From an optimization exercise on the open Yosys and OpenROAD flow, aimed at small area; shortcuts taken in it are not production practice. At most, simulation tests tie the RTL to the original design; equivalence was not proved. The RTL of runs 1 to 3 was laid out without a check of its function.

==> flow/design.v <==
module mul4x4 (
	input  logic [3:0] x,
	input  logic [3:0] y,
	output logic [7:0] p
);
logic [3:0] r0, r1, r2, r3;
assign r0 = x & {4{y[0]}};
assign r1 = x & {4{y[1]}};
assign r2 = x & {4{y[2]}};
assign r3 = x & {4{y[3]}};
logic [4:0] s1;
logic [3:0] c1;
assign s1[0] = r0[1] ^ r1[0];            assign c1[0] = r0[1] & r1[0];
assign s1[1] = r0[2] ^ r1[1] ^ c1[0];    assign c1[1] = (r0[2] & r1[1]) | (c1[0] & (r0[2] ^ r1[1]));
assign s1[2] = r0[3] ^ r1[2] ^ c1[1];    assign c1[2] = (r0[3] & r1[2]) | (c1[1] & (r0[3] ^ r1[2]));
assign s1[3] = r1[3] ^ c1[2];            assign c1[3] = r1[3] & c1[2];
assign s1[4] = c1[3];
logic [4:0] s2;
logic [3:0] c2;
assign s2[0] = s1[1] ^ r2[0];            assign c2[0] = s1[1] & r2[0];
assign s2[1] = s1[2] ^ r2[1] ^ c2[0];    assign c2[1] = (s1[2] & r2[1]) | (c2[0] & (s1[2] ^ r2[1]));
assign s2[2] = s1[3] ^ r2[2] ^ c2[1];    assign c2[2] = (s1[3] & r2[2]) | (c2[1] & (s1[3] ^ r2[2]));
assign s2[3] = s1[4] ^ r2[3] ^ c2[2];    assign c2[3] = (s1[4] & r2[3]) | (c2[2] & (s1[4] ^ r2[3]));
assign s2[4] = c2[3];
logic [4:0] s3;
logic [3:0] c3;
assign s3[0] = s2[1] ^ r3[0];            assign c3[0] = s2[1] & r3[0];
assign s3[1] = s2[2] ^ r3[1] ^ c3[0];    assign c3[1] = (s2[2] & r3[1]) | (c3[0] & (s2[2] ^ r3[1]));
assign s3[2] = s2[3] ^ r3[2] ^ c3[1];    assign c3[2] = (s2[3] & r3[2]) | (c3[1] & (s2[3] ^ r3[2]));
assign s3[3] = s2[4] ^ r3[3] ^ c3[2];    assign c3[3] = (s2[4] & r3[3]) | (c3[2] & (s2[4] ^ r3[3]));
assign s3[4] = c3[3];
assign p = {s3[4:0], s2[0], s1[0], r0[0]};
endmodule
module add_rc #(
	parameter W = 8
)
(
	input  logic [W-1:0] a,
	input  logic [W-1:0] b,
	input  logic         cin,
	output logic [W-1:0] s
);
logic [W:0] c;
assign c[0] = cin;
genvar i;
generate
	for (i = 0; i < W; i = i + 1) begin : g_bit
		assign s[i] = a[i] ^ b[i] ^ c[i];
		assign c[i+1] = (a[i] & b[i]) | (c[i] & (a[i] ^ b[i]));
	end
endgenerate
endmodule
module fp_lane (
	input  logic [3:0]  x,
	input  logic [3:0]  y,
	input  logic        s,
	input  logic [6:0]  d,
	output logic [18:0] term,
	output logic        cin
);
logic [7:0] p;
mul4x4 mul0 (.x(x), .y(y), .p(p));
logic [19:0] v, sh, mask;
assign v = {p, 12'd0};
assign sh = v >> d;
assign mask = ~({20{1'b1}} << d);
assign term = {~s, sh[17:0] ^ {18{s}}};
assign cin = s & ~(|(v & mask));
endmodule
module fp4_prod (
	input  logic       ma,
	input  logic [1:0] ea,
	input  logic       sa,
	input  logic       mb,
	input  logic [1:0] eb,
	input  logic       sb,
	output logic [7:0] mag,
	output logic       s
);
logic ha, hb;
assign ha = |ea;
assign hb = |eb;
logic [3:0] q;
assign q[0] = ma & mb;
assign q[1] = (ha & mb) ^ (ma & hb);
assign q[2] = (ha & hb) & ~(ma & mb);
assign q[3] = ha & hb & ma & mb;
logic [5:0] qa;
always_comb begin
	case (ea)
		2'd3: qa = {q, 2'b00};
		2'd2: qa = {1'b0, q, 1'b0};
		default: qa = {2'b00, q};
	endcase
	case (eb)
		2'd3: mag = {qa, 2'b00};
		2'd2: mag = {1'b0, qa, 1'b0};
		default: mag = {2'b00, qa};
	endcase
end
assign s = sa ^ sb;
endmodule
module front_end (
	input  logic [7:0]  a_mant0, a_mant1, a_mant2, a_mant3,
	input  logic [7:0]  b_mant0, b_mant1, b_mant2, b_mant3,
	input  logic [9:0]  a_exp_in0, a_exp_in1, a_exp_in2, a_exp_in3,
	input  logic [9:0]  b_exp_in0, b_exp_in1, b_exp_in2, b_exp_in3,
	input  logic [3:0]  a_sign_in0, a_sign_in1, a_sign_in2, a_sign_in3,
	input  logic [3:0]  b_sign_in0, b_sign_in1, b_sign_in2, b_sign_in3,
	input  logic [1:0]  prec_mode,
	input  logic [1:0]  FP_mode,
	input  logic [7:0]  shared_exp_added,
	output logic [20:0] x_sum,
	output logic        x_sign,
	output logic [7:0]  e_in
);
logic int8, fp8, fp4, m3, e5m2;
assign int8 = (prec_mode == 2'b00);
assign fp8  = (prec_mode == 2'b01);
assign fp4  = (prec_mode == 2'b11);
assign m3   = ~FP_mode[0];
assign e5m2 = (FP_mode == 2'b11);
logic [7:0] a_abs, b_abs;
logic s_int;
assign a_abs = a_mant0[7] ? (~a_mant0 + 8'd1) : a_mant0;
assign b_abs = b_mant0[7] ? (~b_mant0 + 8'd1) : b_mant0;
assign s_int = a_mant0[7] ^ b_mant0[7];
function automatic [3:0] f8m(input [2:0] bits, input [4:0] ef, input m3_);
	f8m = m3_ ? {|ef, bits} : {1'b0, |ef, bits[1:0]};
endfunction
function automatic [4:0] f8e(input [4:0] ef);
	f8e = {ef[4:1], ef[0] | ~(|ef[4:1])};
endfunction
function automatic [3:0] f4v(input m, input [1:0] ef);
	case (ef)
		2'd0: f4v = {3'b000, m};
		2'd1: f4v = {2'b00, 1'b1, m};
		2'd2: f4v = {1'b0, 1'b1, m, 1'b0};
		default: f4v = {1'b1, m, 2'b00};
	endcase
endfunction
logic [5:0] e0, e1, e2, e3;
assign e0 = f8e(a_exp_in0[4:0]) + f8e(b_exp_in0[4:0]);
assign e1 = f8e(a_exp_in0[9:5]) + f8e(b_exp_in1[4:0]);
assign e2 = f8e(a_exp_in1[4:0]) + f8e(b_exp_in0[9:5]);
assign e3 = f8e(a_exp_in1[9:5]) + f8e(b_exp_in1[9:5]);
logic [5:0] big01, big23, big;
assign big01 = (e0 >= e1) ? e0 : e1;
assign big23 = (e2 >= e3) ? e2 : e3;
assign big   = (big01 >= big23) ? big01 : big23;
logic [3:0] x0, x1, x2, x3, y0, y1, y2, y3;
logic s0, s1, s2, s3;
logic [6:0] d0, d1, d2, d3, bigp;
assign bigp = {1'b0, big} + {4'd0, ~e5m2, 2'b00};
always_comb begin
	x0 = '0; x1 = '0; x2 = '0; x3 = '0; y0 = '0; y1 = '0; y2 = '0; y3 = '0;
	s0 = 1'b0; s1 = 1'b0; s2 = 1'b0; s3 = 1'b0;
	d0 = 7'd4; d1 = 7'd4; d2 = 7'd4; d3 = 7'd4;
	if (int8) begin
		x0 = a_abs[3:0]; y0 = b_abs[3:0];
		x1 = a_abs[7:4]; y1 = b_abs[3:0];
		x2 = a_abs[3:0]; y2 = b_abs[7:4];
		x3 = a_abs[7:4]; y3 = b_abs[7:4];
		s0 = s_int; s1 = s_int; s2 = s_int; s3 = s_int;
		d0 = 7'd12; d1 = 7'd8; d2 = 7'd8; d3 = 7'd4;
	end else if (fp8) begin
		x0 = f8m(a_mant0[2:0], a_exp_in0[4:0], m3); y0 = f8m(b_mant0[2:0], b_exp_in0[4:0], m3);
		x1 = f8m(a_mant0[6:4], a_exp_in0[9:5], m3); y1 = f8m(b_mant1[2:0], b_exp_in1[4:0], m3);
		x2 = f8m(a_mant1[2:0], a_exp_in1[4:0], m3); y2 = f8m(b_mant0[6:4], b_exp_in0[9:5], m3);
		x3 = f8m(a_mant1[6:4], a_exp_in1[9:5], m3); y3 = f8m(b_mant1[6:4], b_exp_in1[9:5], m3);
		s0 = a_sign_in0[0] ^ b_sign_in0[0];
		s1 = a_sign_in0[1] ^ b_sign_in1[0];
		s2 = a_sign_in1[0] ^ b_sign_in0[1];
		s3 = a_sign_in1[1] ^ b_sign_in1[1];
		d0 = bigp - {1'b0, e0}; d1 = bigp - {1'b0, e1}; d2 = bigp - {1'b0, e2}; d3 = bigp - {1'b0, e3};
	end else if (fp4) begin
		x0 = f4v(a_mant0[0], a_exp_in0[1:0]); y0 = f4v(b_mant0[0], b_exp_in0[1:0]);
		x1 = f4v(a_mant1[0], a_exp_in1[1:0]); y1 = f4v(b_mant0[2], b_exp_in0[3:2]);
		x2 = f4v(a_mant0[2], a_exp_in0[3:2]); y2 = f4v(b_mant1[0], b_exp_in1[1:0]);
		x3 = f4v(a_mant1[2], a_exp_in1[3:2]); y3 = f4v(b_mant1[2], b_exp_in1[3:2]);
		s0 = a_sign_in0[0] ^ b_sign_in0[0];
		s1 = a_sign_in1[0] ^ b_sign_in0[1];
		s2 = a_sign_in0[1] ^ b_sign_in1[0];
		s3 = a_sign_in1[1] ^ b_sign_in1[1];
	end
end
logic [18:0] t0, t1, t2, t3;
logic c0, c1, c2, c3;
fp_lane ln0 (.x(x0), .y(y0), .s(s0), .d(d0), .term(t0), .cin(c0));
fp_lane ln1 (.x(x1), .y(y1), .s(s1), .d(d1), .term(t1), .cin(c1));
fp_lane ln2 (.x(x2), .y(y2), .s(s2), .d(d2), .term(t2), .cin(c2));
fp_lane ln3 (.x(x3), .y(y3), .s(s3), .d(d3), .term(t3), .cin(c3));
logic [7:0] u0, u1, u2, u3;
logic us0, us1, us2, us3;
fp4_prod fq0 (.ma(a_mant2[4]), .ea(a_exp_in2[5:4]), .sa(a_sign_in2[2]), .mb(b_mant2[4]), .eb(b_exp_in2[5:4]), .sb(b_sign_in2[2]), .mag(u0), .s(us0));
fp4_prod fq1 (.ma(a_mant3[4]), .ea(a_exp_in3[5:4]), .sa(a_sign_in3[2]), .mb(b_mant2[6]), .eb(b_exp_in2[7:6]), .sb(b_sign_in2[3]), .mag(u1), .s(us1));
fp4_prod fq2 (.ma(a_mant2[6]), .ea(a_exp_in2[7:6]), .sa(a_sign_in2[3]), .mb(b_mant3[4]), .eb(b_exp_in3[5:4]), .sb(b_sign_in3[2]), .mag(u2), .s(us2));
fp4_prod fq3 (.ma(a_mant3[6]), .ea(a_exp_in3[7:6]), .sa(a_sign_in3[3]), .mb(b_mant3[6]), .eb(b_exp_in3[7:6]), .sb(b_sign_in3[3]), .mag(u3), .s(us3));
logic [8:0] v0, v1, v2, v3;
assign v0 = {~(fp4 & us0), (u0 & {8{fp4}}) ^ {8{fp4 & us0}}};
assign v1 = {~(fp4 & us1), (u1 & {8{fp4}}) ^ {8{fp4 & us1}}};
assign v2 = {~(fp4 & us2), (u2 & {8{fp4}}) ^ {8{fp4 & us2}}};
assign v3 = {~(fp4 & us3), (u3 & {8{fp4}}) ^ {8{fp4 & us3}}};
xsum xs0 (.t0(t0), .t1(t1), .t2(t2), .t3(t3), .v0(v0), .v1(v1), .v2(v2), .v3(v3),
	.c0(c0), .c1(c1), .c2(c2), .c3(c3),
	.u0(fp4 & us0), .u1(fp4 & us1), .u2(fp4 & us2), .u3(fp4 & us3), .s(x_sum));
assign x_sign = int8 ? s_int : x_sum[20];
logic [7:0] ebias;
always_comb begin
	case (prec_mode)
		2'b00: ebias = 8'd7;
		2'b11: ebias = 8'd9;
		2'b10: ebias = 8'd0;
		default: case (FP_mode)
			2'b11: ebias = 8'd229;
			2'b10: ebias = 8'd247;
			2'b01: ebias = 8'd1;
			default: ebias = 8'd255;
		endcase
	endcase
end
assign e_in = shared_exp_added + ebias + (fp8 ? {2'b00, big} : 8'd0);
endmodule
module xsum (
	input  logic [18:0] t0, t1, t2, t3,
	input  logic [8:0]  v0, v1, v2, v3,
	input  logic        c0, c1, c2, c3,
	input  logic        u0, u1, u2, u3,
	output logic [20:0] s
);
logic n1, n2, n3, n4, n5, n6, n7, n8, n9, n10, n11, n12, n13, n14, n15, n16, n17, n18, n19, n20, n21, n22, n23, n24, n25, n26, n27, n28, n29, n30, n31, n32, n33, n34, n35, n36, n37, n38, n39, n40, n41, n42, n43, n44, n45, n46, n47, n48, n49, n50, n51, n52, n53, n54, n55, n56, n57, n58, n59, n60, n61, n62, n63, n64, n65, n66, n67, n68, n69, n70, n71, n72, n73, n74, n75, n76, n77, n78, n79, n80, n81, n82, n83, n84, n85, n86, n87, n88, n89, n90, n91, n92, n93, n94, n95, n96, n97, n98, n99, n100, n101, n102, n103, n104, n105, n106, n107, n108, n109, n110, n111, n112, n113, n114, n115, n116, n117, n118, n119, n120, n121, n122, n123, n124, n125, n126, n127, n128, n129, n130, n131, n132, n133, n134, n135, n136, n137, n138, n139, n140, n141, n142, n143, n144, n145, n146, n147, n148, n149, n150, n151, n152, n153, n154, n155, n156, n157, n158, n159, n160, n161, n162, n163, n164, n165, n166, n167, n168, n169, n170, n171, n172, n173, n174, n175, n176, n177, n178, n179, n180, n181, n182, n183, n184, n185, n186, n187, n188, n189, n190, n191, n192, n193, n194, n195, n196, n197, n198, n199, n200, n201, n202;
assign n1 = t0[8] ^ v0[0] ^ u0;
assign n2 = (t0[8] & v0[0]) | (u0 & (t0[8] ^ v0[0]));
assign n3 = t1[8] ^ v1[0];
assign n4 = t1[8] & v1[0];
assign n5 = t0[9] ^ v0[1];
assign n6 = t0[9] & v0[1];
assign n7 = t0[0] ^ c0 ^ t1[0];
assign n8 = (t0[0] & c0) | (t1[0] & (t0[0] ^ c0));
assign n9 = u1 ^ t2[8] ^ v2[0];
assign n10 = (u1 & t2[8]) | (v2[0] & (u1 ^ t2[8]));
assign n11 = u2 ^ t3[8];
assign n12 = u2 & t3[8];
assign n13 = t1[9] ^ v1[1] ^ t2[9];
assign n14 = (t1[9] & v1[1]) | (t2[9] & (t1[9] ^ v1[1]));
assign n15 = v2[1] ^ t3[9] ^ v3[1];
assign n16 = (v2[1] & t3[9]) | (v3[1] & (v2[1] ^ t3[9]));
assign n17 = n5 ^ n2;
assign n18 = n5 & n2;
assign n19 = t0[10] ^ v0[2] ^ t1[10];
assign n20 = (t0[10] & v0[2]) | (t1[10] & (t0[10] ^ v0[2]));
assign n21 = v1[2] ^ t2[10] ^ v2[2];
assign n22 = (v1[2] & t2[10]) | (v2[2] & (v1[2] ^ t2[10]));
assign n23 = t3[10] ^ v3[2] ^ n6;
assign n24 = (t3[10] & v3[2]) | (n6 & (t3[10] ^ v3[2]));
assign n25 = t0[11] ^ v0[3] ^ t1[11];
assign n26 = (t0[11] & v0[3]) | (t1[11] & (t0[11] ^ v0[3]));
assign n27 = v1[3] ^ t2[11] ^ v2[3];
assign n28 = (v1[3] & t2[11]) | (v2[3] & (v1[3] ^ t2[11]));
assign n29 = t3[11] ^ v3[3];
assign n30 = t3[11] & v3[3];
assign n31 = t0[12] ^ v0[4] ^ t1[12];
assign n32 = (t0[12] & v0[4]) | (t1[12] & (t0[12] ^ v0[4]));
assign n33 = v1[4] ^ t2[12] ^ v2[4];
assign n34 = (v1[4] & t2[12]) | (v2[4] & (v1[4] ^ t2[12]));
assign n35 = t3[12] ^ v3[4];
assign n36 = t3[12] & v3[4];
assign n37 = t0[13] ^ v0[5] ^ t1[13];
assign n38 = (t0[13] & v0[5]) | (t1[13] & (t0[13] ^ v0[5]));
assign n39 = v1[5] ^ t2[13] ^ v2[5];
assign n40 = (v1[5] & t2[13]) | (v2[5] & (v1[5] ^ t2[13]));
assign n41 = t3[13] ^ v3[5];
assign n42 = t3[13] & v3[5];
assign n43 = t0[14] ^ v0[6] ^ t1[14];
assign n44 = (t0[14] & v0[6]) | (t1[14] & (t0[14] ^ v0[6]));
assign n45 = v1[6] ^ t2[14] ^ v2[6];
assign n46 = (v1[6] & t2[14]) | (v2[6] & (v1[6] ^ t2[14]));
assign n47 = t3[14] ^ v3[6];
assign n48 = t3[14] & v3[6];
assign n49 = t0[15] ^ v0[7] ^ t1[15];
assign n50 = (t0[15] & v0[7]) | (t1[15] & (t0[15] ^ v0[7]));
assign n51 = v1[7] ^ t2[15] ^ v2[7];
assign n52 = (v1[7] & t2[15]) | (v2[7] & (v1[7] ^ t2[15]));
assign n53 = t3[15] ^ v3[7];
assign n54 = t3[15] & v3[7];
assign n55 = t0[16] ^ v0[8] ^ t1[16];
assign n56 = (t0[16] & v0[8]) | (t1[16] & (t0[16] ^ v0[8]));
assign n57 = v1[8] ^ t2[16] ^ v2[8];
assign n58 = (v1[8] & t2[16]) | (v2[8] & (v1[8] ^ t2[16]));
assign n59 = t3[16] ^ v3[8];
assign n60 = t3[16] & v3[8];
assign n61 = t0[17] ^ t1[17];
assign n62 = t0[17] & t1[17];
assign n63 = c1 ^ t2[0] ^ c2;
assign n64 = (c1 & t2[0]) | (c2 & (c1 ^ t2[0]));
assign n65 = t0[1] ^ t1[1] ^ t2[1];
assign n66 = (t0[1] & t1[1]) | (t2[1] & (t0[1] ^ t1[1]));
assign n67 = t0[2] ^ t1[2];
assign n68 = t0[2] & t1[2];
assign n69 = t0[3] ^ t1[3];
assign n70 = t0[3] & t1[3];
assign n71 = t0[4] ^ t1[4];
assign n72 = t0[4] & t1[4];
assign n73 = t0[5] ^ t1[5];
assign n74 = t0[5] & t1[5];
assign n75 = t0[6] ^ t1[6];
assign n76 = t0[6] & t1[6];
assign n77 = t0[7] ^ t1[7];
assign n78 = t0[7] & t1[7];
assign n79 = v3[0] ^ u3 ^ n1;
assign n80 = (v3[0] & u3) | (n1 & (v3[0] ^ u3));
assign n81 = n3 ^ n9;
assign n82 = n3 & n9;
assign n83 = n4 ^ n13 ^ n15;
assign n84 = (n4 & n13) | (n15 & (n4 ^ n13));
assign n85 = n17 ^ n10 ^ n12;
assign n86 = (n17 & n10) | (n12 & (n17 ^ n10));
assign n87 = n19 ^ n21 ^ n23;
assign n88 = (n19 & n21) | (n23 & (n19 ^ n21));
assign n89 = n14 ^ n16 ^ n18;
assign n90 = (n14 & n16) | (n18 & (n14 ^ n16));
assign n91 = n25 ^ n27 ^ n29;
assign n92 = (n25 & n27) | (n29 & (n25 ^ n27));
assign n93 = n20 ^ n22 ^ n24;
assign n94 = (n20 & n22) | (n24 & (n20 ^ n22));
assign n95 = n31 ^ n33 ^ n35;
assign n96 = (n31 & n33) | (n35 & (n31 ^ n33));
assign n97 = n26 ^ n28 ^ n30;
assign n98 = (n26 & n28) | (n30 & (n26 ^ n28));
assign n99 = n37 ^ n39 ^ n41;
assign n100 = (n37 & n39) | (n41 & (n37 ^ n39));
assign n101 = n32 ^ n34 ^ n36;
assign n102 = (n32 & n34) | (n36 & (n32 ^ n34));
assign n103 = n43 ^ n45 ^ n47;
assign n104 = (n43 & n45) | (n47 & (n43 ^ n45));
assign n105 = n38 ^ n40 ^ n42;
assign n106 = (n38 & n40) | (n42 & (n38 ^ n40));
assign n107 = n49 ^ n51 ^ n53;
assign n108 = (n49 & n51) | (n53 & (n49 ^ n51));
assign n109 = n44 ^ n46 ^ n48;
assign n110 = (n44 & n46) | (n48 & (n44 ^ n46));
assign n111 = n55 ^ n57 ^ n59;
assign n112 = (n55 & n57) | (n59 & (n55 ^ n57));
assign n113 = n50 ^ n52 ^ n54;
assign n114 = (n50 & n52) | (n54 & (n50 ^ n52));
assign n115 = t2[17] ^ t3[17] ^ n61;
assign n116 = (t2[17] & t3[17]) | (n61 & (t2[17] ^ t3[17]));
assign n117 = n56 ^ n58 ^ n60;
assign n118 = (n56 & n58) | (n60 & (n56 ^ n58));
assign n119 = t0[18] ^ t1[18] ^ t2[18];
assign n120 = (t0[18] & t1[18]) | (t2[18] & (t0[18] ^ t1[18]));
assign n121 = t3[18] ^ 1'b1 ^ n62;
assign n122 = (t3[18] & 1'b1) | (n62 & (t3[18] ^ 1'b1));
assign n123 = t3[0] ^ c3;
assign n124 = t3[0] & c3;
assign n125 = t3[1] ^ n8 ^ n65;
assign n126 = (t3[1] & n8) | (n65 & (t3[1] ^ n8));
assign n127 = t2[2] ^ t3[2] ^ n67;
assign n128 = (t2[2] & t3[2]) | (n67 & (t2[2] ^ t3[2]));
assign n129 = t2[3] ^ t3[3] ^ n69;
assign n130 = (t2[3] & t3[3]) | (n69 & (t2[3] ^ t3[3]));
assign n131 = t2[4] ^ t3[4] ^ n71;
assign n132 = (t2[4] & t3[4]) | (n71 & (t2[4] ^ t3[4]));
assign n133 = t2[5] ^ t3[5] ^ n73;
assign n134 = (t2[5] & t3[5]) | (n73 & (t2[5] ^ t3[5]));
assign n135 = t2[6] ^ t3[6] ^ n75;
assign n136 = (t2[6] & t3[6]) | (n75 & (t2[6] ^ t3[6]));
assign n137 = t2[7] ^ t3[7] ^ n77;
assign n138 = (t2[7] & t3[7]) | (n77 & (t2[7] ^ t3[7]));
assign n139 = n11 ^ n79 ^ n81;
assign n140 = (n11 & n79) | (n81 & (n11 ^ n79));
assign n141 = n83 ^ n85 ^ n80;
assign n142 = (n83 & n85) | (n80 & (n83 ^ n85));
assign n143 = n87 ^ n89 ^ n84;
assign n144 = (n87 & n89) | (n84 & (n87 ^ n89));
assign n145 = n91 ^ n93 ^ n88;
assign n146 = (n91 & n93) | (n88 & (n91 ^ n93));
assign n147 = n95 ^ n97 ^ n92;
assign n148 = (n95 & n97) | (n92 & (n95 ^ n97));
assign n149 = n99 ^ n101 ^ n96;
assign n150 = (n99 & n101) | (n96 & (n99 ^ n101));
assign n151 = n103 ^ n105 ^ n100;
assign n152 = (n103 & n105) | (n100 & (n103 ^ n105));
assign n153 = n107 ^ n109 ^ n104;
assign n154 = (n107 & n109) | (n104 & (n107 ^ n109));
assign n155 = n111 ^ n113 ^ n108;
assign n156 = (n111 & n113) | (n108 & (n111 ^ n113));
assign n157 = n115 ^ n117 ^ n112;
assign n158 = (n115 & n117) | (n112 & (n115 ^ n117));
assign n159 = n119 ^ n121 ^ n116;
assign n160 = (n119 & n121) | (n116 & (n119 ^ n121));
assign n161 = 1'b1 ^ n120;
assign n162 = 1'b1 & n120;
assign n163 = n7 ^ n63;
assign n164 = n7 & n63;
assign n165 = n64 ^ n125 ^ n124;
assign n166 = (n64 & n125) | (n124 & (n64 ^ n125));
assign n167 = n66 ^ n127 ^ n126;
assign n168 = (n66 & n127) | (n126 & (n66 ^ n127));
assign n169 = n68 ^ n129 ^ n128;
assign n170 = (n68 & n129) | (n128 & (n68 ^ n129));
assign n171 = n70 ^ n131 ^ n130;
assign n172 = (n70 & n131) | (n130 & (n70 ^ n131));
assign n173 = n72 ^ n133 ^ n132;
assign n174 = (n72 & n133) | (n132 & (n72 ^ n133));
assign n175 = n74 ^ n135 ^ n134;
assign n176 = (n74 & n135) | (n134 & (n74 ^ n135));
assign n177 = n76 ^ n137 ^ n136;
assign n178 = (n76 & n137) | (n136 & (n76 ^ n137));
assign n179 = n78 ^ n139 ^ n138;
assign n180 = (n78 & n139) | (n138 & (n78 ^ n139));
assign n181 = n82 ^ n141 ^ n140;
assign n182 = (n82 & n141) | (n140 & (n82 ^ n141));
assign n183 = n86 ^ n143 ^ n142;
assign n184 = (n86 & n143) | (n142 & (n86 ^ n143));
assign n185 = n90 ^ n145 ^ n144;
assign n186 = (n90 & n145) | (n144 & (n90 ^ n145));
assign n187 = n94 ^ n147 ^ n146;
assign n188 = (n94 & n147) | (n146 & (n94 ^ n147));
assign n189 = n98 ^ n149 ^ n148;
assign n190 = (n98 & n149) | (n148 & (n98 ^ n149));
assign n191 = n102 ^ n151 ^ n150;
assign n192 = (n102 & n151) | (n150 & (n102 ^ n151));
assign n193 = n106 ^ n153 ^ n152;
assign n194 = (n106 & n153) | (n152 & (n106 ^ n153));
assign n195 = n110 ^ n155 ^ n154;
assign n196 = (n110 & n155) | (n154 & (n110 ^ n155));
assign n197 = n114 ^ n157 ^ n156;
assign n198 = (n114 & n157) | (n156 & (n114 ^ n157));
assign n199 = n118 ^ n159 ^ n158;
assign n200 = (n118 & n159) | (n158 & (n118 ^ n159));
assign n201 = n122 ^ n161 ^ n160;
assign n202 = (n122 & n161) | (n160 & (n122 ^ n161));
logic [20:0] ra, rb;
assign ra[0] = n123;
assign rb[0] = n163;
assign ra[1] = n165;
assign rb[1] = n164;
assign ra[2] = n167;
assign rb[2] = n166;
assign ra[3] = n169;
assign rb[3] = n168;
assign ra[4] = n171;
assign rb[4] = n170;
assign ra[5] = n173;
assign rb[5] = n172;
assign ra[6] = n175;
assign rb[6] = n174;
assign ra[7] = n177;
assign rb[7] = n176;
assign ra[8] = n179;
assign rb[8] = n178;
assign ra[9] = n181;
assign rb[9] = n180;
assign ra[10] = n183;
assign rb[10] = n182;
assign ra[11] = n185;
assign rb[11] = n184;
assign ra[12] = n187;
assign rb[12] = n186;
assign ra[13] = n189;
assign rb[13] = n188;
assign ra[14] = n191;
assign rb[14] = n190;
assign ra[15] = n193;
assign rb[15] = n192;
assign ra[16] = n195;
assign rb[16] = n194;
assign ra[17] = n197;
assign rb[17] = n196;
assign ra[18] = n199;
assign rb[18] = n198;
assign ra[19] = n201;
assign rb[19] = n200;
assign ra[20] = n162;
assign rb[20] = n202;
assign s = ra + rb;
endmodule
module accum_norm (
	input  logic [20:0] x_sum,
	input  logic        x_sign,
	input  logic [7:0]  e_in,
	input  logic [24:0] accum_FP32,
	output logic [15:0] out_mant,
	output logic [7:0]  out_exp,
	output logic        out_sign
);
logic [15:0] ma;
logic [7:0]  ea;
logic        sa;
assign ma = accum_FP32[15:0];
assign ea = accum_FP32[23:16];
assign sa = accum_FP32[24];
logic [8:0] d;           
assign d = {1'b0, ea} - {1'b0, e_in};
logic dneg, case1, case2, case4;
assign dneg  = d[8];
assign case1 = ~dneg & (d[7:0] < 8'd17);
assign case2 = ~dneg & ~case1;
assign case4 = dneg & (d[7:0] <= 8'd217);    
logic [5:0] r;
assign r = (dneg ? 6'd2 : 6'd20) - d[5:0];
logic [39:0] fw, qs, qmask;
assign fw = {|ea, ma, 23'd0};
assign qs = fw >> r;
assign qmask = ~({40{1'b1}} << r);
logic q_sticky;
assign q_sticky = |(fw & qmask);
logic [38:0] q;
logic qcin;
assign q = case4 ? 39'd0 : (qs[38:0] ^ {39{sa}});
assign qcin = ~case4 & sa & ~q_sticky;
logic [38:0] p;
assign p = case1 ? {{18{x_sign}}, x_sum} : {x_sum, 18'd0};
logic [38:0] y, m;
logic [39:0] yw;
assign yw = {p, 1'b1} + {q, qcin};
assign y = yw[39:1];
assign m = (y ^ {39{y[38]}}) + {38'd0, y[38]};
logic [38:0] n1, n2, n3, n4, n5;
logic [5:0] lz;
always_comb begin
	lz = 6'd0;
	if (m[38:7]   == '0) begin n1 = m << 32;  lz[5] = 1'b1; end else n1 = m;
	if (n1[38:23] == '0) begin n2 = n1 << 16; lz[4] = 1'b1; end else n2 = n1;
	if (n2[38:31] == '0) begin n3 = n2 << 8;  lz[3] = 1'b1; end else n3 = n2;
	if (n3[38:35] == '0) begin n4 = n3 << 4;  lz[2] = 1'b1; end else n4 = n3;
	if (n4[38:37] == '0) begin n5 = n4 << 2;  lz[1] = 1'b1; end else n5 = n4;
	if (n5[38] == 1'b0)  begin lz[0] = 1'b1; end
end
logic [15:0] nm;
assign nm = lz[0] ? n5[36:21] : n5[37:22];
logic zero;
assign zero = ~(|m);
logic [7:0] en;
assign en = case1 ? ea : e_in;
always_comb begin
	if (case2) begin
		out_mant = ma; out_exp = 8'd1; out_sign = 1'b0;
	end else begin
		out_mant = nm;
		out_exp  = zero ? en + 8'd1 : en - {2'b00, lz} + 8'd1;
		out_sign = case4 ? x_sign : y[38];
	end
end
endmodule
module mac_core (
	input  logic [7:0]  a_mant0, a_mant1, a_mant2, a_mant3,
	input  logic [7:0]  b_mant0, b_mant1, b_mant2, b_mant3,
	input  logic [9:0]  a_exp_in0, a_exp_in1, a_exp_in2, a_exp_in3,
	input  logic [9:0]  b_exp_in0, b_exp_in1, b_exp_in2, b_exp_in3,
	input  logic [3:0]  a_sign_in0, a_sign_in1, a_sign_in2, a_sign_in3,
	input  logic [3:0]  b_sign_in0, b_sign_in1, b_sign_in2, b_sign_in3,
	input  logic [1:0]  prec_mode,
	input  logic [1:0]  FP_mode,
	input  logic [7:0]  shared_exp_added,
	input  logic [24:0] accum_FP32,
	output logic [15:0] out_mant,
	output logic [7:0]  out_exp,
	output logic        out_sign
);
logic [20:0] x_sum;    
logic        x_sign;   
logic [7:0]  e_in;     
front_end fe0 (.a_mant0(a_mant0), .a_mant1(a_mant1), .a_mant2(a_mant2), .a_mant3(a_mant3),
	.b_mant0(b_mant0), .b_mant1(b_mant1), .b_mant2(b_mant2), .b_mant3(b_mant3),
	.a_exp_in0(a_exp_in0), .a_exp_in1(a_exp_in1), .a_exp_in2(a_exp_in2), .a_exp_in3(a_exp_in3),
	.b_exp_in0(b_exp_in0), .b_exp_in1(b_exp_in1), .b_exp_in2(b_exp_in2), .b_exp_in3(b_exp_in3),
	.a_sign_in0(a_sign_in0), .a_sign_in1(a_sign_in1), .a_sign_in2(a_sign_in2), .a_sign_in3(a_sign_in3),
	.b_sign_in0(b_sign_in0), .b_sign_in1(b_sign_in1), .b_sign_in2(b_sign_in2), .b_sign_in3(b_sign_in3),
	.prec_mode(prec_mode), .FP_mode(FP_mode), .shared_exp_added(shared_exp_added),
	.x_sum(x_sum), .x_sign(x_sign), .e_in(e_in));
accum_norm an0 (.x_sum(x_sum), .x_sign(x_sign), .e_in(e_in),
	.accum_FP32(accum_FP32), .out_mant(out_mant), .out_exp(out_exp), .out_sign(out_sign));
endmodule
module MX_MAC_hybrid_BPE #(
	parameter M_out_width = 16
)
(
	input  logic        clk_i,
	input  logic        rstn,
	input  logic [7:0]  a_mant0,
	input  logic [7:0]  a_mant1,
	input  logic [7:0]  a_mant2,
	input  logic [7:0]  a_mant3,
	input  logic [7:0]  b_mant0,
	input  logic [7:0]  b_mant1,
	input  logic [7:0]  b_mant2,
	input  logic [7:0]  b_mant3,
	input  logic [9:0]  a_exp_in0,
	input  logic [9:0]  a_exp_in1,
	input  logic [9:0]  a_exp_in2,
	input  logic [9:0]  a_exp_in3,
	input  logic [9:0]  b_exp_in0,
	input  logic [9:0]  b_exp_in1,
	input  logic [9:0]  b_exp_in2,
	input  logic [9:0]  b_exp_in3,
	input  logic [3:0]  a_sign_in0,
	input  logic [3:0]  a_sign_in1,
	input  logic [3:0]  a_sign_in2,
	input  logic [3:0]  a_sign_in3,
	input  logic [3:0]  b_sign_in0,
	input  logic [3:0]  b_sign_in1,
	input  logic [3:0]  b_sign_in2,
	input  logic [3:0]  b_sign_in3,
	input  logic [1:0]  prec_mode,
	input  logic [1:0]  FP_mode,
	input  logic [7:0]  shared_exp_added,
	input  logic        A_valid,
	input  logic        B_valid,
	output logic [M_out_width-1:0] MAC_mant_out,
	output logic [7:0] MAC_exp_out,
	output logic MAC_sign_out
);
logic [15:0] accum_mant;
logic [7:0]  accum_exp;
logic        accum_sign;
logic [15:0] out_mant;
logic [7:0]  out_exp;
logic        out_sign;
mac_core core0 (.a_mant0(a_mant0), .a_mant1(a_mant1), .a_mant2(a_mant2), .a_mant3(a_mant3),
	.b_mant0(b_mant0), .b_mant1(b_mant1), .b_mant2(b_mant2), .b_mant3(b_mant3),
	.a_exp_in0(a_exp_in0), .a_exp_in1(a_exp_in1), .a_exp_in2(a_exp_in2), .a_exp_in3(a_exp_in3),
	.b_exp_in0(b_exp_in0), .b_exp_in1(b_exp_in1), .b_exp_in2(b_exp_in2), .b_exp_in3(b_exp_in3),
	.a_sign_in0(a_sign_in0), .a_sign_in1(a_sign_in1), .a_sign_in2(a_sign_in2), .a_sign_in3(a_sign_in3),
	.b_sign_in0(b_sign_in0), .b_sign_in1(b_sign_in1), .b_sign_in2(b_sign_in2), .b_sign_in3(b_sign_in3),
	.prec_mode(prec_mode), .FP_mode(FP_mode), .shared_exp_added(shared_exp_added),
	.accum_FP32({accum_sign, accum_exp, accum_mant}),
	.out_mant(out_mant), .out_exp(out_exp), .out_sign(out_sign));
always @(posedge clk_i or negedge rstn) begin
	if (~rstn) begin
		accum_mant <= '0; accum_exp <= '0; accum_sign <= '0;
	end else if (A_valid & B_valid) begin
		accum_mant <= out_mant; accum_exp <= out_exp; accum_sign <= out_sign;
	end
end
assign MAC_mant_out = accum_mant;
assign MAC_exp_out = accum_exp;
assign MAC_sign_out = accum_sign;
endmodule
==> flow/constraint.sdc <==
create_clock -name core_clock -period 30.0 [get_ports {clk_i}]
set_input_delay 6.0000 -clock core_clock [delete_from_list [all_inputs] [get_ports {clk_i}]]
set_output_delay 6.0000 -clock core_clock [all_outputs]
set_load 0.01 [all_outputs]
==> flow/run.sh <==
#!/bin/bash
# synth_recipe.tcl (not shown) runs the flow's synth.tcl, then flattens the netlist and writes it again
# the make line also repeats each setting of config.mk as NAME=value (left out here)
make -C /OpenROAD-flow-scripts/flow DESIGN_CONFIG=/design/flow/config.mk WORK_HOME=/design/flow/orfs CLKGATE_MAP_FILE= SYNTH_SCRIPT=/design/flow/synth_recipe.tcl finish
==> flow/config.mk <==
export PLATFORM = sky130hd
export DESIGN_NAME = MX_MAC_hybrid_BPE
export DESIGN_NICKNAME = MX_MAC_hybrid_BPE
export VERILOG_FILES = /design/flow/design.v
export SDC_FILE = /design/flow/constraint.sdc
export NUM_CORES = 4
export LEC_CHECK = 0
export ABC_CLOCK_PERIOD_IN_PS = 20000
export CAP_MARGIN = 20
export CORE_MARGIN = 2
export CORE_UTILIZATION = 40
export SLEW_MARGIN = 20
==> results.sh, run 1 <==
export IMPL_core_area_um2=63000
export IMPL_cts_tree="built"
export IMPL_rows=92
export IMPL_io_buffers=148
export IMPL_setup_slack_ps=1750
export IMPL_crit_start="b_exp_in1[3]"
export IMPL_ctsHtreeMaxLevel=1
export IMPL_grt_overflow_total=0
export IMPL_endpoint_kind="register"
export IMPL_syn_area_um2=25400
export IMPL_area_delta_synth_final_pct=10.1
export IMPL_crit_fanout=12
export IMPL_drtIter0Drc=2471
export IMPL_place_congestion=0.987
export IMPL_die_w_um=256
export IMPL_cts_sinks=25
export IMPL_synth_edff_count=0
export IMPL_clock_latency_ps=260
export IMPL_status="no timing/DRC/antenna violations"
export IMPL_grt_pass1_vias=25800
export IMPL_cts_buffer_depth=2
export IMPL_place_detailed_hpwl_um=74000
export IMPL_viasPerCell=5.96
export IMPL_ys_ff_latch=25
export IMPL_layout_nets=4304
export IMPL_max_slew_margin=0.335
export IMPL_synth_async_reset_ratio=1.00
export IMPL_hold_violations=0
export IMPL_critical_path_class="in2reg"
export IMPL_cp_required_ps=30110
export IMPL_fin_crit_sh=0.942
export IMPL_fin_hold_ws_ps=576
export IMPL_synth_ff_type="dfrtp_1"
export IMPL_die_h_um=256
export IMPL_num_vias=27600
export IMPL_skew_ps=7.41
export IMPL_final_layout_size_suffix_gt1_frac=0.0599
export IMPL_worstReg2RegStart="accum_exp[0]"
export IMPL_max_stage_delay_ps=620
export IMPL_clkSlewWorstSetupHoldPaths_ps=60
export IMPL_cts_root_buf="clkbuf_16"
export IMPL_slowest_stage="a2111oi_0"
export IMPL_ys_seq_area_frac=0.0246
export IMPL_min_path_type="reg2reg"
export IMPL_wl_per_cell_um=19.2
export IMPL_fmax_ghz=0.0354
export IMPL_antenna_found_initial=0
export IMPL_antenna_cells=0
export IMPL_post_route_min_period_ps=28250
export IMPL_post_cts_resize_count=0
export IMPL_postCtsSetupRepairBufs=0
export IMPL_holdBufCountCts=0
export IMPL_cp_start_kind="input pin"
export IMPL_cpMostUsedCell="a21oi_1"
export IMPL_drv_slew=0
export IMPL_finalSetupViolations=0
export IMPL_dp_slack_ps=1480
export IMPL_rsz0062_at_grt="false"
export IMPL_wl_um=89200
export IMPL_grt_pass1_wl_um=142000
export IMPL_yosysWarningCount=4
export IMPL_worstPathArrival_ps=28360
export IMPL_start_util=0.404
export IMPL_netlist_instances=3757
export IMPL_min_from="accum_exp[3]"
export IMPL_cp_top_family="compound AO/OA/AOI/OAI gates"
export IMPL_grt_total_usage=0.262
export IMPL_firstDrtPassIters=8
export IMPL_fin_util=0.445
export IMPL_synth_fp_nets=4269
export IMPL_fillers=6615
export IMPL_grt_max_degree=60
export IMPL_yosys_area_top_type="fa_1"
export IMPL_cts_buffers=3
export IMPL_drtAntennaViolNets=0
export IMPL_path_buf_inv=12
export IMPL_worst_pin_slew_ps=993
export IMPL_synthTopCellsByArea="fa_1, ha_1, xnor2_1"
export IMPL_pin_count=217
export IMPL_synth_top_area_share=0.102
export IMPL_die_area_um2=65600
export IMPL_maxCapViolations=0
export IMPL_setup_tns_ps=0
export IMPL_drc=0
export IMPL_synth_cell_types=112
export IMPL_syn_avg_cell_area_um2=6.77
==> metal layers <==
layer / vias to the layer above / share of wire / GRT usage / wire, um
met1: 12900 / 0.44 / 0.349 / 38900
met3: 172 / 0.053 / 0.0132 / 4710
met2: 1004 / 0.47 / 0.446 / 41900
li1: 13500 / - / - / -
met4: 0 / 0.041 / 0.0997 / 3700
met5: - / 0 / 0 / 0
==> path summary, 6_finish.rpt <==
check / endpoint / slack [ps] / cells past startpoint
worst min register to register: accum_exp[3] / 580 / 2
min in group asynchronous: accum_exp[4] / 6090 / 2
worst max register to register: accum_exp[7] / 15210 / 50
worst min-delay path: accum_exp[3] / 580 / 2
max in group asynchronous: accum_sign / 23620 / 2
worst max-delay path: accum_exp[7] / 1750 / 93
==> worst min-delay path: cells and delay by family, from the launching register on <==
| family | cells | cell delay (ps) |
|---|---|---|
| simple gates | 1 | 60 |
| compound gates | 1 | 60 |
| flops | 1 | 420 |
==> sequential cells by signal (all words and copies together), names as in the netlist <==
register / cells
accum_sign: 1
accum_mant: 16
accum_exp: 8
==> stage by stage <==
stage	area, um2	instances
floorplan	25400	3757
global placement	27900	4633
global route	28000	4637
finish	28000	4637
CTS	28000	4637
detailed placement	27900	4633
==> logic make-up (layout without fill, tap and decap cells) <==
kind of cell	count (synthesis)	in the layout	synth area share
and+or+nand+nor	1410	1410	0.267
AOI/OAI and AO/OA	1096	1096	0.284
buffers and inverters	477	511	0.0720
adders and majority gates	326	326	0.198
xor gates and xnor gates	320	320	0.111
muxes	103	103	0.0434
DFF	25	25	0.0246
==> cell usage in the layout (no fill, tap or decap), types with 14 or more instances in the layout <==
cell type and count:
dfrtp_1 24, o21ai_0 244, clkdlybuf4s50_1 145, mux2i_1 84, or2_2 45, nand3_1 117, nand2_1 411, nor3_1 82
and2_1 40, a21o_1 61, buf_4 89, mux2_2 14, xor2_1 97, ha_1 191, o211ai_1 36, a22oi_1 19
o21a_1 23, o21bai_1 27, nand4_1 40, nor2_1 389, nor2b_1 41, nor4_1 36, xnor2_1 216, a31oi_1 52
and4_1 15, or4_1 16, o2111ai_1 15, fa_1 129, o221ai_1 23, a211oi_1 34, and3_1 26, nand2b_1 44
a21oi_1 291, inv_1 265, o31ai_1 27, o22ai_1 43, or3_1 41
==> cell usage after synthesis (41+ instances only) <==
| cell | n |
|---|---|
| a21o_1 | 61 |
| a21oi_1 | 293 |
| a31oi_1 | 52 |
| clkbuf_1 | 157 |
| fa_1 | 129 |
| ha_1 | 191 |
| inv_1 | 266 |
| mux2i_1 | 84 |
| nand2_1 | 411 |
| nand2b_1 | 44 |
| nand3_1 | 117 |
| nor2_1 | 391 |
| nor2b_1 | 41 |
| nor3_1 | 84 |
| o21ai_0 | 245 |
| o22ai_1 | 44 |
| or2_2 | 45 |
| or3_1 | 41 |
| xnor2_1 | 217 |
| xor2_1 | 100 |
==> final cells by class <==
| cell class | count | area (um2) | share of cell area |
|---|---|---|---|
| Clock inverter | 1 | 5.00 | 0.000179 |
| Clock buffer | 3 | 75.1 | 0.00268 |
| Timing Repair Buffer | 237 | 2140 | 0.0765 |
| Sequential cell | 25 | 627 | 0.0224 |
| Multi-Input combinational cell | 3255 | 23100 | 0.824 |
| Tap cell | 846 | 1060 | 0.0378 |
| Inverter | 270 | 1010 | 0.0362 |
==> run 2: changes to the inputs <==
--- a/flow/config.mk
+++ b/flow/config.mk
@@ -7,3 +7,2 @@
 export LEC_CHECK = 0
-export ABC_CLOCK_PERIOD_IN_PS = 20000
 export CAP_MARGIN = 20
==> results.sh, run 2 <==
export IMPL_placed_cell_area_um2=27900
export IMPL_finalSetupViolations=0
export IMPL_synth_async_reset_ratio=1.00
export IMPL_final_cells=4637
export IMPL_place_congestion=0.987
export IMPL_core_area_um2=63000
export IMPL_slowest_stage="a2111oi_0"
export IMPL_grt_total_usage=0.262
export IMPL_synth_edff_count=0
export IMPL_pin_count=217
export IMPL_max_slew_margin=0.335
export IMPL_fin_crit_sh=0.942
export IMPL_yosysWarningCount=4
export IMPL_wl_um=89200
export IMPL_status="no timing/DRC/antenna violations"
export IMPL_firstDrtPassIters=8
export IMPL_start_util=0.404
export IMPL_drc=0
export IMPL_synth_top_area_share=0.102
export IMPL_skew_ps=7.41
export IMPL_max_stage_delay_ps=620
export IMPL_rsz0062_at_grt="false"
export IMPL_cts_sinks=25
export IMPL_setup_slack_ps=1750
export IMPL_fmax_ghz=0.0354
export IMPL_cpMostUsedCell="a21oi_1"
export IMPL_num_vias=27600
export IMPL_wl_per_cell_um=19.2
export IMPL_drv_slew=0
export IMPL_rows=92
export IMPL_syn_area_um2=25400
export IMPL_largest_register="accum_mant"
export IMPL_grt_pass1_vias=25800
export IMPL_die_area_um2=65600
export IMPL_grt_pass1_wl_um=142000
export IMPL_grt_overflow_total=0
export IMPL_ys_ff_latch=25
export IMPL_synth_ff_type="dfrtp_1"
export IMPL_place_detailed_hpwl_um=74000
export IMPL_hold_violations=0
export IMPL_dp_cells=4633
export IMPL_cts_buffer_depth=2
export IMPL_synth_most_common_cell="nand2_1"
export IMPL_yosys_area_top_type="fa_1"
export IMPL_synthTopCellsByArea="fa_1, ha_1, xnor2_1"
export IMPL_fin_util=0.445
export IMPL_post_route_min_period_ps=28250
export IMPL_clkSlewWorstSetupHoldPaths_ps=60
export IMPL_setup_tns_ps=0
export IMPL_top_regs="accum_mant x16, accum_exp x8, accum_sign x1"
export IMPL_crit_fanout=12
export IMPL_fin_hold_ws_ps=576
export IMPL_wl_met2_um=41900
export IMPL_ys_seq_area_frac=0.0246
export IMPL_cp_required_ps=30110
export IMPL_netlist_instances=3757
export IMPL_antenna_cells=0
export IMPL_drtIter0Drc=2471
export IMPL_cts_root_buf="clkbuf_16"
export IMPL_layout_common_cells="nand2_1, nor2_1, a21oi_1"
export IMPL_cts_tree="built"
export IMPL_grt_max_degree=60
export IMPL_holdBufCountCts=0
export IMPL_synth_cell_types=112
export IMPL_clock_latency_ps=260
export IMPL_critical_path_class="in2reg"
export IMPL_wl_met3_um=4710
export IMPL_largest_register_ffs=16
export IMPL_netlist_top_cells_count="nand2_1, nor2_1, a21oi_1"
export IMPL_final_layout_size_suffix_gt1_frac=0.0599
export IMPL_io_buffers=148
export IMPL_synth_fp_nets=4269
export IMPL_fin_area_um2=28000
export IMPL_drtAntennaViolNets=0
export IMPL_cts_buffers=3
export IMPL_worst_pin_slew_ps=993
export IMPL_cp_start_kind="input pin"
export IMPL_layout_nets=4304
export IMPL_area_delta_synth_final_pct=10.1
export IMPL_viasPerCell=5.96
export IMPL_maxCapViolations=0
export IMPL_ctsHtreeMaxLevel=1
export IMPL_final_common_cell="nand2_1"
export IMPL_endpoint_kind="register"
export IMPL_syn_avg_cell_area_um2=6.77
export IMPL_dp_slack_ps=1480
export IMPL_worstPathArrival_ps=28360
export IMPL_antenna_found_initial=0
export IMPL_met1_length_um=38900
export IMPL_die_w_um=256
export IMPL_die_h_um=256
export IMPL_min_path_type="reg2reg"
export IMPL_top_layer="met4"
## run 2: layout make-up
cell class / instances / area, um2
fillers: 6615 / 35000
multi-input cells: 3255 / 23100
repair buffers: 237 / 2140
well taps: 846 / 1060
inverters: 270 / 1010
flip-flops and latches: 25 / 627
clock buffers: 3 / 75.1
clock inverters: 1 / 5.00
## run 2: layer usage
| layer | vias up | global-route usage |
|---|---|---|
| li1 | 13500 | - |
| met1 | 12900 | 0.349 |
| met2 | 1004 | 0.446 |
| met3 | 172 | 0.0132 |
| met4 | 0 | 0.0997 |
| met5 | - | 0 |
## run 2: cells by family after synthesis
logic type / count (synthesis) / share of synthesized area
AOI/OAI and AO/OA: 1096 / 0.284
xor gates and xnor gates: 320 / 0.111
adders and majority gates: 326 / 0.198
buffers and inverters: 477 / 0.0720
DFF: 25 / 0.0246
muxes: 103 / 0.0434
and+or+nand+nor: 1410 / 0.267
## run 2: timing repair
item | in CTS | in global routing
setup endpoints to repair | 0 | 1
setup buffers | 0 | 0
gates resized for setup | 0 | 10
## run 2: final timing paths
path / startpoint / end / slack [ps] / cells after the start
worst min-delay path: accum_exp[3] / accum_exp[3] / 580 / 2
worst max-delay path: b_exp_in1[3] / accum_exp[7] / 1750 / 93
max in group asynchronous: rstn / accum_sign / 23620 / 2
worst min register to register: accum_exp[3] / accum_exp[3] / 580 / 2
worst max register to register: accum_exp[0] / accum_exp[7] / 15210 / 50
min in group asynchronous: rstn / accum_exp[4] / 6090 / 2
## run 2: critical path, delay by kind of cell
family | cells | cell delay [ps]
AO/OA/AOI/OAI | 33 | 6930
AND/OR/NAND/NOR | 23 | 5740
adder cells (fa/ha/maj) | 16 | 5600
buffers and inverters | 12 | 2050
XOR/XNOR | 5 | 1050
multiplexers | 4 | 960
==> run 3: changes to the inputs <==
--- a/flow/config.mk
+++ b/flow/config.mk
@@ -7,2 +7,3 @@
 export LEC_CHECK = 0
+export ABC_AREA = 1
 export CAP_MARGIN = 20
==> results.sh, run 3 <==
export IMPL_endpoint_kind="register"
export IMPL_grt_max_degree=44
export IMPL_synth_ff_type="dfrtp_1"
export IMPL_post_route_min_period_ps=27990
export IMPL_cts_buffer_depth=2
export IMPL_largest_register="accum_mant"
export IMPL_die_area_um2=61400
export IMPL_wl_um=79000
export IMPL_fin_util=0.441
export IMPL_yosys_area_top_type="nand2_1"
export IMPL_ys_ff_latch=25
export IMPL_grt_pass1_wl_um=127000
export IMPL_layout_common_cells="nand2_1, inv_1, nor2_1"
export IMPL_holdBufCountCts=0
export IMPL_start_util=0.403
export IMPL_synthTopCellsByArea="nand2_1, fa_1, inv_1"
export IMPL_largest_register_ffs=16
export IMPL_area_delta_synth_final_pct=9.25
export IMPL_maxCapViolations=0
export IMPL_grtUsageMet1=0.326
export IMPL_rsz0062_at_grt="false"
export IMPL_wl_per_cell_um=16.0
export IMPL_status="no timing/DRC/antenna violations"
export IMPL_firstDrtPassIters=8
export IMPL_drtIter0Drc=1828
export IMPL_fmax_ghz=0.0357
export IMPL_final_common_cell="nand2_1"
export IMPL_cpMostUsedCell="nand2_1"
export IMPL_cts_tree="built"
export IMPL_grt_busiest_layer="met2"
export IMPL_die_w_um=248
export IMPL_critical_path_class="in2reg"
export IMPL_viasPerCell=5.24
export IMPL_finalSetupViolations=0
export IMPL_syn_avg_cell_area_um2=5.78
export IMPL_io_buffers=148
export IMPL_max_slew_margin=0.327
export IMPL_place_detailed_hpwl_um=67500
export IMPL_cp_required_ps=30140
export IMPL_die_h_um=248
export IMPL_met3_usage=0.0110
export IMPL_clock_latency_ps=260
export IMPL_netlist_instances=4110
export IMPL_fin_crit_sh=0.933
export IMPL_top_regs="accum_mant x16, accum_exp x8, accum_sign x1"
export IMPL_synth_cell_types=69
export IMPL_worst_pin_slew_ps=984
export IMPL_rows=89
export IMPL_drc=0
export IMPL_ys_seq_area_frac=0.0263
export IMPL_cts_sinks=25
export IMPL_setup_tns_ps=0
export IMPL_drv_slew=0
export IMPL_met2_usage=0.458
export IMPL_grt_total_usage=0.255
export IMPL_pin_count=217
export IMPL_min_path_type="reg2reg"
export IMPL_max_stage_delay_ps=600
export IMPL_netlist_top_cells_count="nand2_1, inv_1, nor2_1"
export IMPL_yosysWarningCount=4
export IMPL_antenna_found_initial=0
export IMPL_core_area_um2=58900
export IMPL_layout_nets=4688
export IMPL_synth_edff_count=0
export IMPL_worstPathArrival_ps=28130
export IMPL_synth_top_area_share=0.165
export IMPL_cts_buffers=3
export IMPL_antenna_cells=0
export IMPL_grt_overflow_total=0
export IMPL_ctsHtreeMaxLevel=1
export IMPL_reg2reg_slack_ps=16000
export IMPL_cts_root_buf="clkbuf_16"
export IMPL_synth_fp_nets=4622
export IMPL_drtAntennaViolNets=0
export IMPL_final_layout_size_suffix_gt1_frac=0.0484
export IMPL_place_congestion=0.937
export IMPL_num_vias=25900
export IMPL_syn_area_um2=23800
export IMPL_skew_ps=5.57
export IMPL_clkSlewWorstSetupHoldPaths_ps=70
export IMPL_hold_violations=0
export IMPL_synth_async_reset_ratio=1.00
export IMPL_crit_fanout=36
export IMPL_post_cts_resize_count=0
export IMPL_postCtsSetupRepairBufs=0
export IMPL_grt_pass1_vias=24600
export IMPL_slowest_stage="fa_1"
export IMPL_cp_start_kind="input pin"
export IMPL_synth_most_common_cell="nand2_1"
-- run 3: layout make-up --
| type | instances | area [um2] |
|---|---|---|
| Clock buffer | 3 | 75.1 |
| Fill cell | 6494 | 33000 |
| Tap cell | 773 | 967 |
| Inverter | 700 | 2630 |
| Sequential cell | 25 | 626 |
| Timing Repair Buffer | 168 | 1650 |
| Multi-Input combinational cell | 3278 | 20000 |
| Clock inverter | 1 | 5.00 |
-- run 3: per-layer routing --
| layer | vias to the layer above | routed length [um] |
|---|---|---|
| met2 | 732 | 37600 |
| met5 | - | 0 |
| met1 | 11700 | 35000 |
| li1 | 13400 | - |
| met3 | 120 | 3640 |
| met4 | 0 | 2780 |
-- run 3: path summary, 6_finish.rpt --
kind	from	endpoint	depth (start not counted)
setup / recovery	a_exp_in1[6]	accum_exp[7]	122
hold / removal	accum_exp[0]	accum_exp[0]	2
setup reg to reg	accum_exp[0]	accum_exp[7]	78
hold reg to reg	accum_exp[0]	accum_exp[0]	2
max in group asynchronous	rstn	accum_mant[5]	2
min in group asynchronous	rstn	accum_exp[6]	2
-- run 3: cell families (layout without fill, tap and decap cells) --
family	after synthesis	count (layout)	synth area share
flip-flops	25	25	0.0263
XOR/XNOR	211	211	0.0781
adder cells (fa/ha/maj)	320	320	0.209
AO/OA/AOI/OAI	774	774	0.189
AND/OR/NAND/NOR	1955	1955	0.356
multiplexers	18	18	0.00758
buffers and inverters	807	872	0.133
-- run 3: per-stage QoR --
| stage | hold slack [ps] | cell area [um2] | worst slack, ps | cells |
|---|---|---|---|---|
| after floorplan | 549 | 23800 | 6280 | 4110 |
| after global placement | 565 | 25800 | 1570 | 4943 |
| after detailed placement | 570 | 25800 | 1520 | 4943 |
| after CTS | 586 | 25900 | 1720 | 4947 |
| after global routing | 621 | 26000 | 7.41 | 4948 |
| final | 591 | 26000 | 2010 | 4948 |
-- run 3: critical path, delay by kind of cell --
kind                       cells  cell delay (ps)
and+or+nand+nor               62             8710
AOI/OAI and AO/OA             24             4420
xor gates and xnor gates       4             1070
adders and majority gates     18             6100
buffers and inverters         14             1800
==> run 4: changes to the inputs <==
--- a/flow/design.v
+++ b/flow/design.v
@@ -483,5 +483,6 @@
 	input  logic [24:0] accum_FP32,
-	output logic [15:0] out_mant,
+	output logic [15:0] out_mant,    
 	output logic [7:0]  out_exp,
-	output logic        out_sign
+	output logic        out_sign,
+	output logic        keep_mant    
 );
@@ -536,7 +537,8 @@
 assign en = case1 ? ea : e_in;
+assign keep_mant = case2;
+assign out_mant = nm;
 always_comb begin
 	if (case2) begin
-		out_mant = ma; out_exp = 8'd1; out_sign = 1'b0;
+		out_exp = 8'd1; out_sign = 1'b0;
 	end else begin
-		out_mant = nm;
 		out_exp  = zero ? en + 8'd1 : en - {2'b00, lz} + 8'd1;
@@ -559,3 +561,4 @@
 	output logic [7:0]  out_exp,
-	output logic        out_sign
+	output logic        out_sign,
+	output logic        keep_mant
 );
@@ -573,3 +576,3 @@
 accum_norm an0 (.x_sum(x_sum), .x_sign(x_sign), .e_in(e_in),
-	.accum_FP32(accum_FP32), .out_mant(out_mant), .out_exp(out_exp), .out_sign(out_sign));
+	.accum_FP32(accum_FP32), .out_mant(out_mant), .out_exp(out_exp), .out_sign(out_sign), .keep_mant(keep_mant));
 endmodule
@@ -620,2 +623,3 @@
 logic        out_sign;
+logic        keep_mant;
 mac_core core0 (.a_mant0(a_mant0), .a_mant1(a_mant1), .a_mant2(a_mant2), .a_mant3(a_mant3),
@@ -628,3 +632,3 @@
 	.accum_FP32({accum_sign, accum_exp, accum_mant}),
-	.out_mant(out_mant), .out_exp(out_exp), .out_sign(out_sign));
+	.out_mant(out_mant), .out_exp(out_exp), .out_sign(out_sign), .keep_mant(keep_mant));
 always @(posedge clk_i or negedge rstn) begin
@@ -633,3 +637,4 @@
 	end else if (A_valid & B_valid) begin
-		accum_mant <= out_mant; accum_exp <= out_exp; accum_sign <= out_sign;
+		if (~keep_mant) accum_mant <= out_mant;
+		accum_exp <= out_exp; accum_sign <= out_sign;
 	end
==> results.sh, run 4 <==
export IMPL_status="no timing/DRC/antenna violations"
export IMPL_place_detailed_hpwl_um=67800
export IMPL_synth_edff_count=0
export IMPL_max_slew_margin=0.347
export IMPL_grt_pass1_wl_um=127000
export IMPL_fillers=6487
export IMPL_grt_pass1_vias=24600
export IMPL_worst_pin_slew_ps=967
export IMPL_start_util=0.404
export IMPL_viasPerCell=5.20
export IMPL_synth_fp_nets=4648
export IMPL_grt_overflow_total=0
export IMPL_antenna_found_initial=0
export IMPL_antenna_cells=0
export IMPL_cts_tree="built"
export IMPL_fin_util=0.441
export IMPL_fin_area_um2=26000
export IMPL_cts_buffers=3
export IMPL_ys_seq_area_frac=0.0263
export IMPL_firstDrtPassIters=6
export IMPL_min_path_type="reg2reg"
export IMPL_top_regs="accum_mant x16, accum_exp x8, accum_sign x1"
export IMPL_io_buffers=148
export IMPL_drtAntennaViolNets=0
export IMPL_cpMostUsedCell="nand2_1"
export IMPL_final_layout_size_suffix_gt1_frac=0.0478
export IMPL_hold_violations=0
export IMPL_fin_crit_sh=0.929
export IMPL_syn_area_um2=23800
export IMPL_postCtsSetupRepairBufs=0
export IMPL_largest_register_ffs=16
export IMPL_cts_sinks=25
export IMPL_post_route_min_period_ps=27860
export IMPL_max_stage_delay_ps=550
export IMPL_clock_latency_ps=270
export IMPL_synth_most_common_cell="nand2_1"
export IMPL_drtIter0Drc=2007
export IMPL_pin_count=217
export IMPL_cp_required_ps=30150
export IMPL_layout_nets=4715
export IMPL_synth_async_reset_ratio=1.00
export IMPL_cts_root_buf="clkbuf_16"
export IMPL_yosys_area_top_type="nand2_1"
export IMPL_drv_slew=0
export IMPL_skew_ps=3.67
export IMPL_slowest_stage="nand2_2"
export IMPL_drc=0
export IMPL_synth_top_area_share=0.170
export IMPL_final_cells=4975
export IMPL_syn_avg_cell_area_um2=5.75
export IMPL_final_common_cell="nand2_1"
export IMPL_placed_cell_area_um2=25900
export IMPL_largest_register="accum_mant"
export IMPL_yosysWarningCount=4
export IMPL_layout_common_cells="nand2_1, inv_1, nor2_1"
export IMPL_die_area_um2=61500
export IMPL_fmax_ghz=0.0359
export IMPL_cp_top_family="simple AND/OR/NAND/NOR gates"
export IMPL_wl_um=79400
export IMPL_cts_buffer_depth=2
export IMPL_netlist_instances=4136
export IMPL_path_buf_inv=16
export IMPL_core_area_um2=58900
export IMPL_critical_path_class="in2reg"
export IMPL_synth_ff_type="dfrtp_1"
export IMPL_setup_tns_ps=0
export IMPL_ctsHtreeMaxLevel=1
export IMPL_wl_per_cell_um=16.0
export IMPL_crit_fanout=38
export IMPL_dp_cells=4971
export IMPL_place_congestion=0.930
export IMPL_ys_ff_latch=25
export IMPL_rows=89
export IMPL_synth_cell_types=67
export IMPL_finalSetupViolations=0
export IMPL_worstPathArrival_ps=28010
export IMPL_maxCapViolations=0
export IMPL_die_h_um=248
export IMPL_endpoint_kind="register"
export IMPL_grt_max_degree=39
export IMPL_netlist_top_cells_count="nand2_1, inv_1, nor2_1"
export IMPL_num_vias=25900
export IMPL_synthTopCellsByArea="nand2_1, fa_1, inv_1"
export IMPL_grt_total_usage=0.257
export IMPL_cp_start_kind="input pin"
export IMPL_die_w_um=248
export IMPL_area_delta_synth_final_pct=9.19
export IMPL_rsz0062_at_grt="false"
export IMPL_clkSlewWorstSetupHoldPaths_ps=70
==> run 4: cell types whose count changed in the layout (fill, tap and decap cells not counted), sizes merged, moves of 5 or more <==
cell,change
o21ai,+5
nor3,+6
o22ai,-5
nand3,-15
clkinv,-8
nand2,+25
a21oi,-11
nand4,+10
xor2,+14
nor2,+8
xnor2,-5
inv,+13
o31ai,-5
==> run 4: tightest hold or removal path, stage by stage, from the launching register on <==
cell     delay [ps]
dfrtp_1         380
o22ai_1         100
inv_1            60
==> run 4: cell families after synthesis <==
group	after synthesis	share of synthesized area
multiplexers	17	0.00715
buffers and inverters	811	0.133
adder cells (fa/ha/maj)	320	0.209
AO/OA/AOI/OAI	755	0.184
flip-flops	25	0.0263
XOR/XNOR	220	0.0813
AND/OR/NAND/NOR	1988	0.360
==> run 4: cell type report <==
type	instances	area, um2	share of cell area
clock buffer	3	75.1	0.00289
inverter	706	2650	0.102
multi-input combinational	3300	20000	0.771
clock inverter	1	7.51	0.000289
tap	773	967	0.0372
timing repair buffer	167	1620	0.0625
sequential	25	626	0.0241
==> run 4: path summary, 6_finish.rpt <==
path	start	to	slack [ps]	depth (start not counted)
max in group asynchronous	rstn	accum_mant[0]	23650	2
min in group asynchronous	rstn	accum_mant[13]	6100	2
worst min register to register	accum_exp[0]	accum_exp[0]	570	2
worst max-delay path	a_exp_in1[6]	accum_exp[7]	2140	120
worst min-delay path	accum_exp[0]	accum_exp[0]	570	2
worst max register to register	accum_exp[0]	accum_exp[7]	16520	73
==> run 4: per-stage QoR <==
stage | setup slack (ps) | hold WS, ps
6_report | 2140 | 571
2_1_floorplan | 6210 | 549
3_5_place_dp | 1760 | 561
4_1_cts | 2000 | 572
3_3_place_gp | 1890 | 558
5_1_grt | 288 | 593
==> run 4: routing by layer <==
metal / wire, um / global-route usage / vias up
met5: 0 / 0 / -
met1: 36200 / 0.338 / 11700
met4: 2270 / 0.0683 / 0
li1: - / - / 13400
met2: 38000 / 0.461 / 647
met3: 2960 / 0.00681 / 120
==> run 4: what timing repair did <==
item	in CTS	in global routing
setup endpoints to repair	0	1
resized for setup	0	1
hold buffers	0	0

## separate check: timing with driven ports
How much do the figures lean on ideal ports? The routed layouts below were timed once more, with nothing changed but the port constraints.
Step 1: set_driving_cell puts a clkbuf_16 on clk_i and a buf_2 on each other input, an assumption about the parent block.
Step 2 adds t to the input delays and takes it off the output delays; t is the mean of the earliest and latest rising clock arrival at the registers after step 1. Input paths then give back, and output paths get back, about the clock's delay inside the block.
Three values: no drivers, after step 1, after step 2; two values: the first two.
run | t (ns) | setup slack, ns | worst setup path at the end
run 1 | 0.284 | 1.747 / 1.751 / 1.467 | input to register
run 2 | 0.284 | 1.747 / 1.751 / 1.467 | input to register
run 3 | 0.291 | 2.014 / 2.025 / 1.734 | input to register
run 4 | 0.299 | 2.139 / 2.147 / 1.848 | input to register
After both steps setup and hold are still met in every run listed. The setup slack of run 4, which loses most, moves by +0.008 ns with the drivers and by -0.291 ns with both steps.
